What follows belongs to an exercise in optimizing a design on an open flow for small area; a production flow would make more cautious choices.
Function was checked by simulation only, so behaviour that the tests miss may differ from the original.

==> flow/flow/run.sh <==
#!/bin/bash
# Standard layout, with two changes:
#  1. after the standard synthesis, flow/fixpol.py re-chooses the polarity of
#     the full-adder cells (each is self-dual) to remove inverters; registers,
#     ports and all other cells stay as synthesized;
#  2. ports are buffered with sky130_fd_sc_hd__buf_1 instead of the default.
# Each tool's output goes to a log file of its own in this folder.
set -euo pipefail
R=orfs/results/$FLOW_PLATFORM/systolic_array/base
bash standard.sh synth > synth.log 2>&1
cp $R/1_synth.odb $R/1_synth_std.odb
openroad -python -exit flow/fixpol.py $R/1_synth_std.odb $R/1_synth.odb > fixpol.log 2>&1
touch $R/1_synth.odb
export BUFFER_PORTS_ARGS="-buffer_cell sky130_fd_sc_hd__buf_1"
bash standard.sh BUFFER_PORTS_ARGS="$BUFFER_PORTS_ARGS" finish > layout.log 2>&1
==> flow/flow/fixpol.py <==
"""Re-choose the polarity of full-adder cells to remove inverters.

A full adder is self-dual: FA(~a, ~b, ~c) = (~sum, ~cout). So any full adder
may be 'flipped' (its three inputs and two outputs complemented) without
changing the logic, which moves inverters between its inputs and outputs.
This script collapses the inverters of the synthesized netlist into edge
parities, picks a flip for each full adder that needs few inverters, and
rebuilds the inverters: at most one per net, for the sinks that need the
complement. Registers, ports and all other cells are left as they are.

usage: openroad -python -exit fixpol.py IN.odb OUT.odb
"""
import sys
import random
import odb

inp, outp = sys.argv[1], sys.argv[2]
db = odb.dbDatabase.create()
odb.read_db(db, inp)
block = db.getChip().getBlock()


def kind(inst):
    n = inst.getMaster().getName()
    if "__inv_" in n or "__clkinv_" in n:
        return "inv"
    if "__fa_" in n:
        return "fa"
    return "other"


def out_iterm(inst):
    for it in inst.getITerms():
        if it.isOutputSignal():
            return it
    return None


def net_driver(net):
    for it in net.getITerms():
        if it.isOutputSignal():
            return it.getInst()
    return None


# inverters that can be removed: not driving a port
invs = []
for inst in block.getInsts():
    if kind(inst) != "inv":
        continue
    o = out_iterm(inst)
    on = o.getNet()
    if on is None or len(on.getBTerms()) > 0:
        continue
    invs.append(inst)
inv_set = set(i.getName() for i in invs)

# root of a net through removable inverters: (net, parity)
memo = {}


def root(net):
    k = net.getName()
    if k in memo:
        return memo[k]
    d = net_driver(net)
    if d is not None and d.getName() in inv_set:
        a = [it for it in d.getITerms() if it.isInputSignal()][0].getNet()
        r, p = root(a)
        res = (r, p ^ 1)
    else:
        res = (net, 0)
    memo[k] = res
    return res


# sinks: every input iterm of a kept cell, and every output port, by root
fas = [i for i in block.getInsts() if kind(i) == "fa"]
fa_idx = {f.getName(): n for n, f in enumerate(fas)}
roots = {}          # root net name -> dict(net, drv_fa (idx or None), sinks [(iterm or bterm, parity, fa idx or None)])


def rootrec(rnet):
    k = rnet.getName()
    if k not in roots:
        d = net_driver(rnet)
        roots[k] = {"net": rnet, "drv": fa_idx.get(d.getName()) if d is not None else None, "sinks": []}
    return roots[k]


for inst in block.getInsts():
    if inst.getName() in inv_set:
        continue
    fi = fa_idx.get(inst.getName())
    for it in inst.getITerms():
        if not it.isInputSignal():
            continue
        n = it.getNet()
        if n is None or n.getSigType() in ("POWER", "GROUND"):
            continue
        r, p = root(n)
        rootrec(r)["sinks"].append((it, p, fi))
for bt in block.getBTerms():
    if bt.getIoType() != "OUTPUT":
        continue
    n = bt.getNet()
    r, p = root(n)
    rootrec(r)["sinks"].append((bt, p, None))

# per full adder: the roots it drives and reads
fa_roots = [set() for _ in fas]
for k, rec in roots.items():
    if rec["drv"] is not None:
        fa_roots[rec["drv"]].add(k)
    for (_, _, fi) in rec["sinks"]:
        if fi is not None:
            fa_roots[fi].add(k)

flip = [0] * len(fas)
# a full adder whose output reaches a port directly keeps its polarity
locked = [False] * len(fas)
for k, rec in roots.items():
    if rec["drv"] is not None and any(isinstance(t, odb.dbBTerm) for (t, _, _) in rec["sinks"]):
        locked[rec["drv"]] = True


def cost(k):
    rec = roots[k]
    fd = flip[rec["drv"]] if rec["drv"] is not None else 0
    for (_, p, fi) in rec["sinks"]:
        fs = flip[fi] if fi is not None else 0
        if p ^ fs != fd:
            return 1
    return 0


def total():
    return sum(cost(k) for k in roots)


before_invs = len(invs)
print("removable inverters:", before_invs, "full adders:", len(fas))
print("inverters needed with no flips:", total())
rng = random.Random(1)
order = list(range(len(fas)))
for it in range(30):
    rng.shuffle(order)
    improved = 0
    for f in order:
        if locked[f]:
            continue
        ks = fa_roots[f]
        c0 = sum(cost(k) for k in ks)
        flip[f] ^= 1
        c1 = sum(cost(k) for k in ks)
        if c1 < c0 or (c1 == c0 and rng.random() < 0.3):
            improved += c0 - c1
        else:
            flip[f] ^= 1
    print("pass", it, "gain", improved, "total", total())
    if improved == 0 and it > 5:
        break

# rebuild: remove the removable inverters, reconnect sinks
for inst in invs:
    on = out_iterm(inst).getNet()
    for it in inst.getITerms():
        it.disconnect()
    odb.dbInst.destroy(inst)
    if on is not None and len(on.getITerms()) == 0 and len(on.getBTerms()) == 0:
        odb.dbNet.destroy(on)

inv_master = None
for lib in db.getLibs():
    m = lib.findMaster("sky130_fd_sc_hd__inv_1")
    if m is not None:
        inv_master = m
cnt = 0
for k, rec in roots.items():
    rnet = rec["net"]
    fd = flip[rec["drv"]] if rec["drv"] is not None else 0
    neg = None
    for (t, p, fi) in rec["sinks"]:
        fs = flip[fi] if fi is not None else 0
        want_inv = (p ^ fs) != fd
        if isinstance(t, odb.dbBTerm):
            if not want_inv:
                if t.getNet().getName() != rnet.getName():
                    raise SystemExit("port %s would need to move nets" % t.getName())
                continue
            raise SystemExit("port %s needs an inverter" % t.getName())
        if want_inv:
            if neg is None:
                neg = odb.dbNet.create(block, "fixpol_n%d" % cnt)
                inv = odb.dbInst.create(block, inv_master, "fixpol_inv%d" % cnt)
                cnt += 1
                for it2 in inv.getITerms():
                    if it2.getMTerm().getName() == "A":
                        it2.connect(rnet)
                    elif it2.getMTerm().getName() == "Y":
                        it2.connect(neg)
            t.disconnect()
            t.connect(neg)
        else:
            if t.getNet() is None or t.getNet().getName() != rnet.getName():
                t.disconnect()
                t.connect(rnet)
# remove nets left without connections
for net in list(block.getNets()):
    if net.getSigType() in ("POWER", "GROUND"):
        continue
    if len(net.getITerms()) == 0 and len(net.getBTerms()) == 0:
        odb.dbNet.destroy(net)
print("inverters: before", before_invs, "after", cnt, "flipped", sum(flip))
odb.write_db(db, outp)
==> flow/standard.sh <==
#!/bin/bash
# synth_recipe.tcl (not shown) runs the flow's synth.tcl, then flattens the netlist and writes it again
# the make line also repeats each setting of config.mk as NAME=value (left out here)
make -C /OpenROAD-flow-scripts/flow DESIGN_CONFIG=/design/flow/config.mk WORK_HOME=/design/flow/orfs CLKGATE_MAP_FILE= SYNTH_SCRIPT=/design/flow/synth_recipe.tcl "${@:-finish}"
==> flow/config.mk <==
export PLATFORM = sky130hd
export DESIGN_NAME = systolic_array
export DESIGN_NICKNAME = systolic_array
export VERILOG_FILES = /design/flow/design.v
export SDC_FILE = /design/flow/constraint.sdc
export NUM_CORES = 4
export LEC_CHECK = 0
export ABC_AREA = 1
export CAP_MARGIN = 20
export CORE_MARGIN = 2
export CORE_UTILIZATION = 55
export PLACE_DENSITY = 0.68
export SLEW_MARGIN = 20
==> flow/constraint.sdc <==
create_clock -name core_clock -period 6.0 [get_ports {clk}]
set_input_delay 1.2000 -clock core_clock [delete_from_list [all_inputs] [get_ports {clk}]]
set_output_delay 1.2000 -clock core_clock [all_outputs]
set_load 0.01 [all_outputs]
==> flow/design.v <==
`timescale 1ns/10ps
module mac_unit (
    input  logic        clk,
    input  logic        load,    
    input  logic        v,       
    input  logic [9:0]  x1, x2, x3, nx1, nx2,
    input  logic        a7,      
    input  logic        an7,     
    input  logic [11:0] s,       
    input  logic [2:0]  nzv,     
    input  logic        p1v,     
    input  logic        negv,    
    output logic [31:0] acc
);
    logic [15:0] f, hi;
    logic up, dn;
    logic [1:0] pc;
    assign acc = {hi, ~f};
    wire w0 = ~((s[0] & x1[0]) | (s[1] & x2[0]) | (s[2] & x3[0]));
    wire w1 = ~((s[0] & x1[1]) | (s[1] & x2[1]) | (s[2] & x3[1]));
    wire w2 = ~((s[0] & x1[2]) | (s[1] & x2[2]) | (s[2] & x3[2]));
    wire w3 = ~((s[0] & x1[3]) | (s[1] & x2[3]) | (s[2] & x3[3]));
    wire w4 = ~((s[0] & x1[4]) | (s[1] & x2[4]) | (s[2] & x3[4]));
    wire w5 = ~((s[0] & x1[5]) | (s[1] & x2[5]) | (s[2] & x3[5]));
    wire w6 = ~((s[0] & x1[6]) | (s[1] & x2[6]) | (s[2] & x3[6]));
    wire w7 = ~((s[0] & x1[7]) | (s[1] & x2[7]) | (s[2] & x3[7]));
    wire w8 = ~((s[0] & x1[8]) | (s[1] & x2[8]) | (s[2] & x3[8]));
    wire w9 = a7 & nzv[0];
    wire w10 = ~((s[3] & x1[0]) | (s[4] & x2[0]) | (s[5] & x3[0]));
    wire w11 = ~((s[3] & x1[1]) | (s[4] & x2[1]) | (s[5] & x3[1]));
    wire w12 = ~((s[3] & x1[2]) | (s[4] & x2[2]) | (s[5] & x3[2]));
    wire w13 = ~((s[3] & x1[3]) | (s[4] & x2[3]) | (s[5] & x3[3]));
    wire w14 = ~((s[3] & x1[4]) | (s[4] & x2[4]) | (s[5] & x3[4]));
    wire w15 = ~((s[3] & x1[5]) | (s[4] & x2[5]) | (s[5] & x3[5]));
    wire w16 = ~((s[3] & x1[6]) | (s[4] & x2[6]) | (s[5] & x3[6]));
    wire w17 = ~((s[3] & x1[7]) | (s[4] & x2[7]) | (s[5] & x3[7]));
    wire w18 = ~((s[3] & x1[8]) | (s[4] & x2[8]) | (s[5] & x3[8]));
    wire w19 = a7 & nzv[1];
    wire w20 = ~((s[6] & x1[0]) | (s[7] & x2[0]) | (s[8] & x3[0]));
    wire w21 = ~((s[6] & x1[1]) | (s[7] & x2[1]) | (s[8] & x3[1]));
    wire w22 = ~((s[6] & x1[2]) | (s[7] & x2[2]) | (s[8] & x3[2]));
    wire w23 = ~((s[6] & x1[3]) | (s[7] & x2[3]) | (s[8] & x3[3]));
    wire w24 = ~((s[6] & x1[4]) | (s[7] & x2[4]) | (s[8] & x3[4]));
    wire w25 = ~((s[6] & x1[5]) | (s[7] & x2[5]) | (s[8] & x3[5]));
    wire w26 = ~((s[6] & x1[6]) | (s[7] & x2[6]) | (s[8] & x3[6]));
    wire w27 = ~((s[6] & x1[7]) | (s[7] & x2[7]) | (s[8] & x3[7]));
    wire w28 = ~((s[6] & x1[8]) | (s[7] & x2[8]) | (s[8] & x3[8]));
    wire w29 = a7 & nzv[2];
    wire w30 = ~((s[9] & x1[0]) | (s[10] & nx1[0]) | (s[11] & nx2[0]));
    wire w31 = ~((s[9] & x1[1]) | (s[10] & nx1[1]) | (s[11] & nx2[1]));
    wire w32 = ~((s[9] & x1[2]) | (s[10] & nx1[2]) | (s[11] & nx2[2]));
    wire w33 = ~((s[9] & x1[3]) | (s[10] & nx1[3]) | (s[11] & nx2[3]));
    wire w34 = ~((s[9] & x1[4]) | (s[10] & nx1[4]) | (s[11] & nx2[4]));
    wire w35 = ~((s[9] & x1[5]) | (s[10] & nx1[5]) | (s[11] & nx2[5]));
    wire w36 = ~((s[9] & x1[6]) | (s[10] & nx1[6]) | (s[11] & nx2[6]));
    wire w37 = ~((s[9] & x1[7]) | (s[10] & nx1[7]) | (s[11] & nx2[7]));
    wire w38 = ~((s[9] & x1[8]) | (s[10] & nx1[8]) | (s[11] & nx2[8]));
    wire w39 = (a7 & p1v) | (an7 & negv);
    wire w40 = v & ~negv;
    wire w41 = f[0] | load;
    wire w42 = f[1] | load;
    wire w43 = f[2] | load;
    wire w44 = f[3] | load;
    wire w45 = f[4] | load;
    wire w46 = f[5] | load;
    wire w47 = f[6] | load;
    wire w48 = f[7] | load;
    wire w49 = f[8] | load;
    wire w50 = f[9] | load;
    wire w51 = f[10] | load;
    wire w52 = f[11] | load;
    wire w53 = f[12] | load;
    wire w54 = f[13] | load;
    wire w55 = f[14] | load;
    wire w56 = f[15] | load;
    wire w57 = v ^ w45;
    wire w58 = v & w45;
    wire w59 = w46 ^ w5;
    wire w60 = w46 & w5;
    wire w61 = w40 ^ w47 ^ w6;
    wire w62 = (w40 & w47) | (w6 & (w40 ^ w47));
    wire w63 = w14 ^ w22;
    wire w64 = w14 & w22;
    wire w65 = w48 ^ w7 ^ w15;
    wire w66 = (w48 & w7) | (w15 & (w48 ^ w7));
    wire w67 = w23 ^ w31;
    wire w68 = w23 & w31;
    wire w69 = w49 ^ w8 ^ w16;
    wire w70 = (w49 & w8) | (w16 & (w49 ^ w8));
    wire w71 = w24 ^ w32;
    wire w72 = w24 & w32;
    wire w73 = v ^ w50 ^ w9;
    wire w74 = (v & w50) | (w9 & (v ^ w50));
    wire w75 = w17 ^ w25 ^ w33;
    wire w76 = (w17 & w25) | (w33 & (w17 ^ w25));
    wire w77 = v ^ w51 ^ w18;
    wire w78 = (v & w51) | (w18 & (v ^ w51));
    wire w79 = w26 ^ w34;
    wire w80 = w26 & w34;
    wire w81 = w52 ^ w19 ^ w27;
    wire w82 = (w52 & w19) | (w27 & (w52 ^ w19));
    wire w83 = v ^ w53;
    wire w84 = v & w53;
    wire w85 = v ^ w43;
    wire w86 = v & w43;
    wire w87 = w44 ^ w3;
    wire w88 = w44 & w3;
    wire w89 = w4 ^ w12 ^ w20;
    wire w90 = (w4 & w12) | (w20 & (w4 ^ w12));
    wire w91 = w58 ^ w13 ^ w21;
    wire w92 = (w58 & w13) | (w21 & (w58 ^ w13));
    wire w93 = w30 ^ w60 ^ w63;
    wire w94 = (w30 & w60) | (w63 & (w30 ^ w60));
    wire w95 = w64 ^ w67 ^ w62;
    wire w96 = (w64 & w67) | (w62 & (w64 ^ w67));
    wire w97 = w68 ^ w71 ^ w66;
    wire w98 = (w68 & w71) | (w66 & (w68 ^ w71));
    wire w99 = w72 ^ w70 ^ w73;
    wire w100 = (w72 & w70) | (w73 & (w72 ^ w70));
    wire w101 = w79 ^ w74 ^ w76;
    wire w102 = (w79 & w74) | (w76 & (w79 ^ w74));
    wire w103 = w35 ^ w80 ^ w78;
    wire w104 = (w35 & w80) | (w78 & (w35 ^ w80));
    wire w105 = w28 ^ w36 ^ w83;
    wire w106 = (w28 & w36) | (w83 & (w28 ^ w36));
    wire w107 = w54 ^ w29 ^ w84;
    wire w108 = (w54 & w29) | (w84 & (w54 ^ w29));
    wire w109 = v ^ w55;
    wire w110 = v & w55;
    wire w111 = v ^ w41;
    wire w112 = v & w41;
    wire w113 = w42 ^ w1;
    wire w114 = w42 & w1;
    wire w115 = w2 ^ w10 ^ w85;
    wire w116 = (w2 & w10) | (w85 & (w2 ^ w10));
    wire w117 = w86 ^ w11 ^ w87;
    wire w118 = (w86 & w11) | (w87 & (w86 ^ w11));
    wire w119 = w57 ^ w88 ^ w89;
    wire w120 = (w57 & w88) | (w89 & (w57 ^ w88));
    wire w121 = w59 ^ w90 ^ w91;
    wire w122 = (w59 & w90) | (w91 & (w59 ^ w90));
    wire w123 = w92 ^ w61 ^ w93;
    wire w124 = (w92 & w61) | (w93 & (w92 ^ w61));
    wire w125 = w65 ^ w94 ^ w95;
    wire w126 = (w65 & w94) | (w95 & (w65 ^ w94));
    wire w127 = w69 ^ w96 ^ w97;
    wire w128 = (w69 & w96) | (w97 & (w69 ^ w96));
    wire w129 = w75 ^ w98 ^ w99;
    wire w130 = (w75 & w98) | (w99 & (w75 ^ w98));
    wire w131 = w77 ^ w100 ^ w101;
    wire w132 = (w77 & w100) | (w101 & (w77 ^ w100));
    wire w133 = w81 ^ w102 ^ w103;
    wire w134 = (w81 & w102) | (w103 & (w81 ^ w102));
    wire w135 = w82 ^ w105 ^ w104;
    wire w136 = (w82 & w105) | (w104 & (w82 ^ w105));
    wire w137 = w37 ^ w106 ^ w107;
    wire w138 = (w37 & w106) | (w107 & (w37 ^ w106));
    wire w139 = w38 ^ w109 ^ w108;
    wire w140 = (w38 & w109) | (w108 & (w38 ^ w109));
    wire w141 = w56 ^ w39 ^ w110;
    wire w142 = (w56 & w39) | (w110 & (w56 ^ w39));
    wire w143 = w111 ^ w0;
    wire w144 = w111 & w0;
    wire w145 = w112 ^ w113 ^ w144;
    wire w146 = (w112 & w113) | (w144 & (w112 ^ w113));
    wire w147 = w114 ^ w115 ^ w146;
    wire w148 = (w114 & w115) | (w146 & (w114 ^ w115));
    wire w149 = w116 ^ w117 ^ w148;
    wire w150 = (w116 & w117) | (w148 & (w116 ^ w117));
    wire w151 = w118 ^ w119 ^ w150;
    wire w152 = (w118 & w119) | (w150 & (w118 ^ w119));
    wire w153 = w120 ^ w121 ^ w152;
    wire w154 = (w120 & w121) | (w152 & (w120 ^ w121));
    wire w155 = pc[0] & ~load;
    wire w156 = w122 ^ w123 ^ w155;
    wire w157 = (w122 & w123) | (w155 & (w122 ^ w123));
    wire w158 = w124 ^ w125 ^ w157;
    wire w159 = (w124 & w125) | (w157 & (w124 ^ w125));
    wire w160 = w126 ^ w127 ^ w159;
    wire w161 = (w126 & w127) | (w159 & (w126 ^ w127));
    wire w162 = w128 ^ w129 ^ w161;
    wire w163 = (w128 & w129) | (w161 & (w128 ^ w129));
    wire w164 = w130 ^ w131 ^ w163;
    wire w165 = (w130 & w131) | (w163 & (w130 ^ w131));
    wire w166 = w132 ^ w133 ^ w165;
    wire w167 = (w132 & w133) | (w165 & (w132 ^ w133));
    wire w168 = pc[1] & ~load;
    wire w169 = w134 ^ w135 ^ w168;
    wire w170 = (w134 & w135) | (w168 & (w134 ^ w135));
    wire w171 = w136 ^ w137 ^ w170;
    wire w172 = (w136 & w137) | (w170 & (w136 ^ w137));
    wire w173 = w138 ^ w139 ^ w172;
    wire w174 = (w138 & w139) | (w172 & (w138 ^ w139));
    wire w175 = w140 ^ w141 ^ w174;
    wire w176 = (w140 & w141) | (w174 & (w140 ^ w141));
    wire w177 = w142 ^ v ^ w176;
    wire w178 = (w142 & v) | (w176 & (w142 ^ v));
    wire w179 = v ^ w178;
    wire w180 = v & w178;
    logic [16:0] tu, td;
    assign tu[0] = up;
    assign td[0] = dn;
    genvar k;
    generate
        for (k = 0; k < 16; k++) begin : hi_chain
            assign tu[k+1] = tu[k] & hi[k];
            assign td[k+1] = td[k] & ~hi[k];
        end
    endgenerate
    always_ff @(posedge clk) begin
        f <= {w175, w173, w171, w169, w166, w164, w162, w160, w158, w156, w153, w151, w149, w147, w145, w143};
        pc <= {w167, w154};
        up <= w179 & w177;
        dn <= ~w179 & w177;
        hi <= load ? 16'd0 : hi ^ (tu[15:0] | td[15:0]);
    end
endmodule
`timescale 1ns/10ps
module systolic_array #(
    parameter int rows = 8,
    parameter int cols = 8,
    parameter int ip_width = 8,
    parameter int op_width = 32,
    parameter int pipe_lat = 3
)(
    input  logic clk,
    input  logic rst,
    input  logic en,
    input  logic clr,
    input  logic [rows*ip_width-1:0] input_matrix,
    input  logic [cols*ip_width-1:0] weight_matrix,
    output logic compute_done,
    output logic [31:0] cycles_count,
    output logic [rows*cols*op_width-1:0] output_matrix
);
    localparam int total_lat = (rows - 1) + (cols - 1) + pipe_lat + rows;
    logic [rows*ip_width-1:0] a_r, a_next;
    logic [9:0] x3_r [rows];    
    logic [cols*ip_width-1:0] b_r;
    logic load_r;
    logic v_r;      
    logic fresh;    
    always_ff @(posedge clk) begin
        if (rst) begin
            b_r    <= {cols{8'h55}};
            load_r <= 1'b0;
            v_r    <= 1'b0;
            fresh  <= 1'b1;
        end else begin
            b_r    <= en ? weight_matrix : {cols{8'h55}};
            load_r <= en & (clr | fresh);
            v_r    <= en;
            if (en) fresh <= 1'b0;
        end
    end
    assign a_next = (en & ~rst) ? input_matrix : '1;
    always_ff @(posedge clk) begin
        a_r <= a_next;
        for (int r = 0; r < rows; r++)
            x3_r[r] <= 10'(signed'(a_next[r*ip_width +: ip_width])) * 10'sd3;
    end
    logic [9:0] x1 [rows], x2 [rows], x3 [rows], nx1 [rows], nx2 [rows];
    logic       a7 [rows], an7 [rows];
    logic [11:0] sel [cols];
    logic [2:0]  nzv [cols];
    logic        p1v [cols], negv [cols];
    genvar i, j;
    generate
        for (i = 0; i < rows; i++) begin : row_pre
            logic signed [9:0] a;
            assign a       = 10'(signed'(a_r[i*ip_width +: ip_width]));
            assign x1[i]   = a;
            assign x2[i]   = a <<< 1;
            assign x3[i]   = x3_r[i];
            assign nx1[i]  = ~a;
            assign nx2[i]  = ~(a <<< 1);
            assign a7[i]   = a[9];
            assign an7[i]  = ~a[9];
        end
        for (j = 0; j < cols; j++) begin : col_pre
            logic [7:0] b;
            assign b = b_r[j*ip_width +: ip_width];
            for (genvar r = 0; r < 3; r++) begin : dig
                assign sel[j][3*r]   = b[2*r+1:2*r] == 2'd1;
                assign sel[j][3*r+1] = b[2*r+1:2*r] == 2'd2;
                assign sel[j][3*r+2] = b[2*r+1:2*r] == 2'd3;
                assign nzv[j][r]     = (b[2*r+1:2*r] != 2'd0) & v_r;
            end
            assign sel[j][9]  = b[7:6] == 2'b01;    
            assign sel[j][10] = b[7:6] == 2'b11;    
            assign sel[j][11] = b[7:6] == 2'b10;    
            assign p1v[j]     = (b[7:6] == 2'b01) & v_r;
            assign negv[j]    = b[7] & v_r;
        end
        for (i = 0; i < rows; i++) begin : PE_rows
            for (j = 0; j < cols; j++) begin : PE_cols
                mac_unit pe_inst (
                    .clk (clk),
                    .load(load_r),
                    .v   (v_r),
                    .x1  (x1[i]),
                    .x2  (x2[i]),
                    .x3  (x3[i]),
                    .nx1 (nx1[i]),
                    .nx2 (nx2[i]),
                    .a7  (a7[i]),
                    .an7 (an7[i]),
                    .s   (sel[j]),
                    .nzv (nzv[j]),
                    .p1v (p1v[j]),
                    .negv(negv[j]),
                    .acc (output_matrix[(i*cols + j)*op_width +: op_width])
                );
            end
        end
    endgenerate
    logic [4:0] active_tokens;
    logic array_idle;
    always_ff @(posedge clk) begin
        if (rst) begin
            cycles_count  <= '0;
            compute_done  <= 1'b0;
            active_tokens <= '0;
            array_idle    <= 1'b1;
        end else begin
            if (!array_idle) cycles_count <= cycles_count + 1;
            if (en) begin
                array_idle    <= 1'b0;
                compute_done  <= 1'b0;
                active_tokens <= 5'(total_lat);
            end else if (!array_idle) begin
                if (active_tokens != 0) begin
                    active_tokens <= active_tokens - 1;
                end else begin
                    compute_done <= 1'b1;
                    array_idle   <= 1'b1;
                end
            end
        end
    end
endmodule
==> run summary <==
==> flow_metrics.env <==
export IMPL_die_x_um=610
export IMPL_die_h_um=610
export IMPL_yosysWarnings=26
export IMPL_syn_area_per_cell_sq_um=8.71
export IMPL_stop_stage="I/O pin placement (3_2_place_iop)"
export IMPL_start_util_pct=55.2
export IMPL_status="stopped before the end"
export IMPL_synthesis_nets=27270
export IMPL_syn_area_sq_um=202000
export IMPL_synthCells=23183
export IMPL_rows=222
export IMPL_error_line="[ERROR PPL-0024] Number of IO pins (2213) exceeds maximum number of available positions (2212). Increase the die perimeter from 2439.34um to 3009.68um."
